Context: an optimization exercise on an open-source flow, tuned for small area. The choices shown serve that exercise and are no tape-out recipe. In this exercise RTL edits were held to simulation tests only and were not proved equivalent to the original. No activity file was given, so power comes from the tool's default toggle rates.

Setup of north:
## fbga_pl
module fbga_pl (
    input           clk,
    input           rst_n,
    input           g11620_start_in,
    input           g11620_soft_reset_in,
    input           ad_sp_in,
    output          g11620_reset_o,
    output          g11620_done_o,
    output          param_ram_rd_o,
    output [7:0]    param_ram_addr_o,
    input  [31:0]   param_ram_din,
    input           adc_start_in,
    input  [7:0]    adc_data_rise_in,
    input  [7:0]    adc_data_fall_in,
    output          adc_oeb_o,
    output          adc_done_o,
    input           data_source_in,
    input           pldata_gen_in,
    input  [7:0]    pldata_gen_num_in,
    output [12:0]   pldata_ram_addr_o,
    output [31:0]   pldata_ram_din_o,
    output          pldata_ram_wr_o,
    input           cfg_start_in,
    input  [8:0]    cfg_data_in,
    input           cfg_wr_in,
    input  [2:0]    cfg_addr_in,
    input           cfg_rd_in,
    output [8:0]    cfg_rd_data_o,
    output          cfg_rd_valid_o,
    output          cfg_done_o,
    input           sdata_i,
    output          sdata_o,
    output          tri_en_o,
    output          sload_o
);
wire [12:0]  ad9826_ram_addr;
wire [31:0]  ad9826_ram_dout;
wire         ad9826_ram_wr;
wire [31:0]  pldata_gen;
wire         pldata_gen_valid;
reg  [7:0]   pldata_gen_addr;    
g11620 g11620_inst (
    .clk            (clk),
    .rst_n          (rst_n),
    .reset_o        (g11620_reset_o),
    .ad_sp          (ad_sp_in),
    .start_in       (g11620_start_in),
  ...
clock: 10.0 ns
lec_check: 0
cap_margin: 20
core_area: 2.3 2.72 221.26 220.32
cts_buf_list: sky130_fd_sc_hd__clkbuf_8
cts_cluster_diameter: 80
cts_cluster_size: 15
die_area: 0 0 223.465 223.465
slew_margin: 20
standard.sh (not shown) runs the stock make flow with config.mk's settings and CLKGATE_MAP_FILE= SYNTH_SCRIPT=/design/flow/synth_recipe.tcl, a recipe that flattens the netlist after the stock synthesis.
==> flow/flow/run.sh <==
#!/bin/bash
# Layout flow: the standard flow (standard.sh), with the standard
# synthesis unchanged, and these changes to the later steps:
#  - port buffers are sky130_fd_sc_hd__buf_1 instead of the flow's default
#  - clock tree synthesis without dummy loads
#  - power recovery (downsizing of gates off the critical paths) after
#    global routing
# Each step's full output goes to a log file of its own in this folder.
set -euo pipefail

bash standard.sh synth > synth.log 2>&1

export BUFFER_PORTS_ARGS="-buffer_cell sky130_fd_sc_hd__buf_1"
export CTS_ARGS="-sink_clustering_enable -repair_clock_nets -dont_use_dummy_load -buf_list sky130_fd_sc_hd__clkbuf_8 -sink_clustering_size 15 -sink_clustering_max_diameter 80"
export RECOVER_POWER=100

bash standard.sh floorplan > floorplan.log 2>&1
bash standard.sh place > place.log 2>&1
bash standard.sh cts > cts.log 2>&1
bash standard.sh route > route.log 2>&1
bash standard.sh finish > finish.log 2>&1
north finished all stages; however, its layout fails the closing checks, the failures being max-capacitance violations, max-slew violations.
### north -> south
Settings: changing CTS_CLUSTER_DIAMETER from 80 to 100; removing CTS_BUF_LIST (formerly sky130_fd_sc_hd__clkbuf_8); changing CTS_CLUSTER_SIZE from 15 to 25.
==> flow/run.sh (new file) <==
#!/bin/bash
# synth_recipe.tcl (not shown) runs the flow's synth.tcl, then flattens the netlist and writes it again
# the make line also repeats each setting of config.mk as NAME=value (left out here)
make -C /OpenROAD-flow-scripts/flow DESIGN_CONFIG=/design/flow/config.mk WORK_HOME=/design/flow/orfs CLKGATE_MAP_FILE= SYNTH_SCRIPT=/design/flow/synth_recipe.tcl finish
removed: flow/flow/run.sh
removed: flow/standard.sh
==> comparison <==
Of south and north, only south finishes the flow clean.
The layout from north, despite a flow that completed every stage, fails the layout checks, with the failing checks listed as max-capacitance violations, max-slew violations.
On number of cell instances on the worst register-to-register path: south sits above north.
Utilization north -> south: up
Sort south and north by arrival time at the worst endpoint, descending, and north comes first.
The run with more routed wire is south, not north.
[south] total power rose about 7% relative to north
For the setup slack of the critical path after layout, south came in 530 ps higher than north did.
There was hardly any difference in via count between north and south.
Total CTS buffers: south < north
Compared with north, south degrades wire length of the first global-routing pass.
Comparing north with south, the detail-routed via count per cell came out essentially unchanged.
[inputs] east vs south
Settings: CTS_BUF_LIST now sky130_fd_sc_hd__clkbuf_8, previously not set; CTS_CLUSTER_SIZE now 15, was 25; CTS_CLUSTER_DIAMETER now 80, was 100.
### Flow results
From south to east the numbers moved as follows: distinct cell type count of the synthesized netlist ~0 delta, initial antenna violation count ~0 delta. south and east ended up with roughly the same final critical delay including setup and external delays. On routed wire length, east tracks south almost exactly. south → east: number of clock buffer instances in the layout rose about 7%; sequential share of layout area about even; sequential power about even; area after synthesis about even. south and east ended up with nearly the same clock-pin slew reported for the worst setup and hold paths after clock tree synthesis. Number of inserted filler cells in the final layout of south is on par with east.

========
== run 1 ==
Starting RTL as in the previous note.
Settings: LEC_CHECK=0, CAP_MARGIN=20, CORE_AREA=2.3 2.72 221.26 220.32, DIE_AREA=0 0 223.465 223.465, SLEW_MARGIN=20; clock period 10.0 ns.
run.sh (not shown) runs the stock make flow with config.mk's settings and CLKGATE_MAP_FILE= SYNTH_SCRIPT=/design/flow/synth_recipe.tcl, a recipe that flattens the netlist after the stock synthesis.
Stock flow here: none of the scripts above is used.
Run 1 did not stop at any stage, and its layout met the timing, DRC and antenna checks.
## Diff of input files: run 2 against run 1
# run 1
export LEC_CHECK = 0
export CAP_MARGIN = 20
export CORE_AREA = 2.3 2.72 221.26 220.32
export DIE_AREA = 0 0 223.465 223.465
export SLEW_MARGIN = 20
create_clock -name core_clock -period 10.0 [get_ports {clk}]
# run 2
export LEC_CHECK = 0
export CAP_MARGIN = 20
export CORE_AREA = 2.3 2.72 221.26 220.32
export CTS_BUF_LIST = sky130_fd_sc_hd__clkbuf_8
export CTS_CLUSTER_DIAMETER = 80
export CTS_CLUSTER_SIZE = 15
export DIE_AREA = 0 0 223.465 223.465
export SLEW_MARGIN = 20
create_clock -name core_clock -period 10.0 [get_ports {clk}]
==> flow/flow/run.sh (new file) <==
#!/bin/bash
# Layout flow: the standard flow (standard.sh), with the standard
# synthesis unchanged, and these changes to the later steps:
#  - port buffers are sky130_fd_sc_hd__buf_1 instead of the flow's default
#  - clock tree synthesis without dummy loads
# Each step's full output goes to a log file of its own in this folder.
set -euo pipefail

bash standard.sh synth > synth.log 2>&1

export BUFFER_PORTS_ARGS="-buffer_cell sky130_fd_sc_hd__buf_1"
export CTS_ARGS="-sink_clustering_enable -repair_clock_nets -dont_use_dummy_load -buf_list sky130_fd_sc_hd__clkbuf_8 -sink_clustering_size 15 -sink_clustering_max_diameter 80"

bash standard.sh floorplan > floorplan.log 2>&1
bash standard.sh place > place.log 2>&1
bash standard.sh cts > cts.log 2>&1
bash standard.sh route > route.log 2>&1
bash standard.sh finish > finish.log 2>&1
==> flow/standard.sh (new file) <==
#!/bin/bash
# synth_recipe.tcl (not shown) runs the flow's synth.tcl, then flattens the netlist and writes it again
# the make line also repeats each setting of config.mk as NAME=value (left out here)
make -C /OpenROAD-flow-scripts/flow DESIGN_CONFIG=/design/flow/config.mk WORK_HOME=/design/flow/orfs CLKGATE_MAP_FILE= SYNTH_SCRIPT=/design/flow/synth_recipe.tcl "${@:-finish}"
removed: flow/run.sh
Results
Reported combinational group power (higher): run 1
On clock network fraction of total power, the higher figure sits with run 1, not run 2.
Final hold slack: run 2 vs run 1 — no meaningful difference
Compared with run 1, run 2 ends up with a smaller final cell area.
For run 3, these inputs were changed with respect to run 2:
# run 2
export LEC_CHECK = 0
export CAP_MARGIN = 20
export CORE_AREA = 2.3 2.72 221.26 220.32
export CTS_BUF_LIST = sky130_fd_sc_hd__clkbuf_8
export CTS_CLUSTER_DIAMETER = 80
export CTS_CLUSTER_SIZE = 15
export DIE_AREA = 0 0 223.465 223.465
export SLEW_MARGIN = 20
create_clock -name core_clock -period 10.0 [get_ports {clk}]
# run 3
export LEC_CHECK = 0
export CAP_MARGIN = 20
export CORE_AREA = 2.3 2.72 221.26 220.32
export CTS_BUF_LIST = sky130_fd_sc_hd__clkbuf_8
export DIE_AREA = 0 0 223.465 223.465
export SLEW_MARGIN = 20
create_clock -name core_clock -period 10.0 [get_ports {clk}]
==> flow/run.sh (new file) <==
#!/bin/bash
# synth_recipe.tcl (not shown) runs the flow's synth.tcl, then flattens the netlist and writes it again
# the make line also repeats each setting of config.mk as NAME=value (left out here)
make -C /OpenROAD-flow-scripts/flow DESIGN_CONFIG=/design/flow/config.mk WORK_HOME=/design/flow/orfs CLKGATE_MAP_FILE= SYNTH_SCRIPT=/design/flow/synth_recipe.tcl finish
removed: flow/flow/run.sh
removed: flow/standard.sh
### Flow results
- Changes observed in run 3 relative to run 2: final-layout clock buffer total has increased; wire length of the first global-routing pass has increased; global-route track usage on met2 up 0.33 points.
- The final hold slack number comes out higher for run 2 vs run 3.
- The all-layer global routing usage in run 3 sits 0.76 points above the value recorded for run 2.
- On transition time at the pin with the least slew margin: run 3 sits above run 2.

port drivers added, routing unchanged:
Ports are ideal in the flow. The routed layouts listed here were re-timed in OpenROAD. Step 1 sets driving cells, clkbuf_16 on the clock port and buf_2 on the other inputs (assumed; they add their load-dependent delay and slew). Step 2 moves the port delays by t, midway between the first and last clock arrival at a register: inputs arrive t later, outputs are due t later. That takes back most of the time a late clock gives input paths. Three values: no drivers, after step 1, after step 2; two values: the first two.
| run | t (ns) | slack for setup (ns) | latest minus earliest clock arrival (ns) | worst register clock-pin slew, ns |
|---|---|---|---|---|
| north | 0.636 | 3.784 / 3.741 / 3.741 | 0.046 / 0.046 | 0.10 / 0.10 |
| south | 0.585 | 4.316 / 4.290 / 4.290 | 0.025 / 0.024 | 0.10 / 0.10 |
| east | 0.651 | 4.314 / 4.288 / 4.288 | 0.032 / 0.032 | 0.10 / 0.10 |
| run 1 | 0.595 | 4.311 / 4.285 / 4.285 | 0.029 / 0.030 | 0.06 / 0.06 |
| run 2 | 0.633 | 4.709 / 4.682 / 4.682 | 0.053 / 0.053 | 0.10 / 0.10 |
| run 3 | 0.663 | 4.315 / 4.289 / 4.289 | 0.037 / 0.037 | 0.07 / 0.07 |
The setup slack of north, which loses most, moves by -0.043 ns with the drivers and by -0.043 ns with both steps.
